Source: an optimization exercise on an open RTL-to-GDS flow (aim: small area, a short achievable clock period and few clock cycles). Production flows keep margins and buffers that such runs may drop. Only simulation tests tie the RTL to the original design; equivalence was not proved. Power is estimated from default activity; no workload was simulated.

== raven ==
// top
module top(
    input             clk,
    input             rst,
    input             read_n,
    input             start_in,
    input             valid_input,
    input      [7:0]  r_addr,
    input      [7:0]  X_load,
    output            ry,
    output     [8:0]  data_out,
    output            finish
);
  reg [1:0] ph;
  always @(posedge clk or negedge rst)
    if (!rst) ph <= 2'd0;
    else      ph <= ph + 2'd1;
  wire [1:0] col_head = 2'd0 - ph;    
  reg [3:0] sl;
  always @(posedge clk or negedge rst)
    if (!rst) sl <= 4'b0100;
    else      sl <= {sl[0], sl[3:1]};
  reg       loading;
  reg [4:0] cnt;
  reg [1:0] jslot;      
  reg       fin_r;
  always @(posedge clk or negedge rst)
    if (!rst) begin
      loading <= 1'b0;
      cnt     <= 5'd0;
      jslot   <= 2'd3;
      fin_r   <= 1'b0;
    end else begin
      fin_r <= valid_input & loading & (cnt == 5'd31);
      if (start_in) begin
        loading <= 1'b1;
        cnt     <= 5'd0;
        jslot   <= jslot + 2'd1;
      end else if (valid_input & loading) begin
        cnt <= cnt + 5'd1;
        if (cnt == 5'd31) loading <= 1'b0;
      end
    end
  reg [7:0] xb0, xb1, xb2, xb3;
  reg [2:0] kb0, kb1, kb2, kb3;
  reg [3:0] pend;
  wire       vin = valid_input & loading;
  wire [3:0] ld  = {4{vin}} & (4'b0001 << cnt[1:0]);
  always @(posedge clk) begin
    if (ld[0]) begin xb0 <= X_load; kb0 <= cnt[4:2]; end
    if (ld[1]) begin xb1 <= X_load; kb1 <= cnt[4:2]; end
    if (ld[2]) begin xb2 <= X_load; kb2 <= cnt[4:2]; end
    if (ld[3]) begin xb3 <= X_load; kb3 <= cnt[4:2]; end
  end
  always @(posedge clk or negedge rst)
    if (!rst) pend <= 4'd0;
    else      pend <= ld | (pend & ~sl);
  function [6:0] coef;
    input [1:0] c;
    input [2:0] k;
    begin
      case ({c, k})
        5'd0:  coef = 7'b1100011;
        5'd1:  coef = 7'b1000000;
        5'd2:  coef = 7'b0110110;
        5'd3:  coef = 7'b1001110;
        5'd4:  coef = 7'b1101101;
        5'd5:  coef = 7'b1010101;
        5'd6:  coef = 7'b1000011;
        5'd7:  coef = 7'b0100110;
        5'd8:  coef = 7'b1011010;
        5'd9:  coef = 7'b0110000;
  ...
Size: ~1,400 flip-flops, roughly 32 I/O pins.
==> flow/config.mk <==
export PLATFORM = sky130hd
export DESIGN_NAME = top
export DESIGN_NICKNAME = top
export VERILOG_FILES = /design/flow/design.v
export SDC_FILE = /design/flow/constraint.sdc
export NUM_CORES = 4
export LEC_CHECK = 0
export CAP_MARGIN = 20
export CORE_MARGIN = 2
export CORE_UTILIZATION = 45
export CTS_CLUSTER_DIAMETER = 100
export CTS_CLUSTER_SIZE = 25
export SLEW_MARGIN = 20
export TNS_END_PERCENT = 0
==> flow/constraint.sdc <==
create_clock -name core_clock -period 8.0 [get_ports {clk}]
set_input_delay 1.6000 -clock core_clock [delete_from_list [all_inputs] [get_ports {clk}]]
set_output_delay 1.6000 -clock core_clock [all_outputs]
set_load 0.01 [all_outputs]
standard.sh (not shown) runs the stock make flow with config.mk's settings and CLKGATE_MAP_FILE= SYNTH_SCRIPT=/design/flow/synth_recipe.tcl, a recipe that flattens the netlist after the stock synthesis.
==> flow/flow/run.sh <==
#!/bin/bash
set -euo pipefail
bash standard.sh SETUP_SLACK_MARGIN=5.3 finish > flow_make.log 2>&1
Testbench counts of raven, summed over its fixed seeds: cycles 5,344.
The inputs of harbor differ from those of raven as listed below.
# raven
export LEC_CHECK = 0
export CAP_MARGIN = 20
export CORE_MARGIN = 2
export CORE_UTILIZATION = 45
export CTS_CLUSTER_DIAMETER = 100
export CTS_CLUSTER_SIZE = 25
export SLEW_MARGIN = 20
export TNS_END_PERCENT = 0
create_clock -name core_clock -period 8.0 [get_ports {clk}]
# harbor
export LEC_CHECK = 0
export CAP_MARGIN = 20
export CORE_MARGIN = 2
export CORE_UTILIZATION = 45
export CTS_CLUSTER_DIAMETER = 100
export CTS_CLUSTER_SIZE = 25
export SLEW_MARGIN = 20
create_clock -name core_clock -period 8.0 [get_ports {clk}]
==> comparison <==
Against raven, the final cell area of harbor is higher. ~same routed wire length in harbor and raven. Any difference in stage delay of the slowest cell on the critical path between raven and harbor is small enough to ignore. First-pass GRT wire length delta (raven -> harbor): insignificant. Between raven and harbor, total power consumption of the routed design increased. Summary of harbor over raven: setup slack after layout fell by 0.0046 ns; maximum operating frequency stayed essentially flat; final instance count without filler cells stayed essentially flat; post-cts resize count rose by about 46%. Post-route minimum period: harbor and raven compared, higher one is harbor. [harbor vs raven] area share of buffers outside the clock network: higher in harbor.
diff inputs: harbor => indigo
# harbor
export LEC_CHECK = 0
export CAP_MARGIN = 20
export CORE_MARGIN = 2
export CORE_UTILIZATION = 45
export CTS_CLUSTER_DIAMETER = 100
export CTS_CLUSTER_SIZE = 25
export SLEW_MARGIN = 20
create_clock -name core_clock -period 8.0 [get_ports {clk}]
# indigo
export LEC_CHECK = 0
export CAP_MARGIN = 20
export CORE_MARGIN = 2
export CORE_UTILIZATION = 45
export CTS_CLUSTER_DIAMETER = 100
export CTS_CLUSTER_SIZE = 22
export SLEW_MARGIN = 20
create_clock -name core_clock -period 8.0 [get_ports {clk}]
Between harbor and indigo, the combined flip-flop and latch cell area does not differ in any meaningful way. indigo ended up with more standard cells than harbor. Compared to harbor, indigo shows a wider setup margin.
[inputs] umber vs indigo
# indigo
export LEC_CHECK = 0
export CAP_MARGIN = 20
export CORE_MARGIN = 2
export CORE_UTILIZATION = 45
export CTS_CLUSTER_DIAMETER = 100
export CTS_CLUSTER_SIZE = 22
export SLEW_MARGIN = 20
create_clock -name core_clock -period 8.0 [get_ports {clk}]
# umber
export LEC_CHECK = 0
export CAP_MARGIN = 20
export CORE_MARGIN = 2
export CORE_UTILIZATION = 45
export CTS_CLUSTER_DIAMETER = 100
export CTS_CLUSTER_SIZE = 25
export SLEW_MARGIN = 20
create_clock -name core_clock -period 8.0 [get_ports {clk}]
==> flow/flow/run.sh <==
#!/bin/bash
set -euo pipefail
bash standard.sh SETUP_SLACK_MARGIN=5.5 finish > flow_make.log 2>&1
## What came out
The setup slack of umber is smaller than that of indigo.
Max global-route usage across umber and indigo: umber
The non-clock buffer count reported for umber is greater than that of indigo by 86.
In umber relative to indigo, first-iteration detailed-routing DRC count had gone down by a little under 10%.

[re-timing with driven ports]
In the flow no input, the clock included, has a driving cell. The finished layouts below were timed again as built, in two steps. Step 1 assumes that a clkbuf_16 drives the clock port and a buf_2 every other input. Step 2 times the ports against the registers' clock, not the clock port: input delays grow and output delays shrink by t, the midpoint of the rising clock arrivals with the driver on. Slacks: ideal / step 1 / step 2; pairs: ideal / step 1.
run | shift t [ns] | setup slack, ns | worst hold slack (ns) | slew at the worst register clock pin (ns)
raven | 0.732 | 5.200 / 5.130 / 4.601 | 0.321 / 0.321 / 0.321 | 0.11 / 0.11
harbor | 0.737 | 5.195 / 5.124 / 4.675 | 0.322 / 0.322 / 0.322 | 0.10 / 0.10
indigo | 0.704 | 5.240 / 5.170 / 4.678 | 0.314 / 0.314 / 0.314 | 0.09 / 0.09
umber | 0.742 | 5.199 / 5.127 / 4.774 | 0.311 / 0.311 / 0.311 | 0.10 / 0.10
After both steps setup and hold are still met in every run listed. For raven, which loses most, drivers alone change the setup slack by -0.070 ns; drivers and shift together by -0.599 ns.
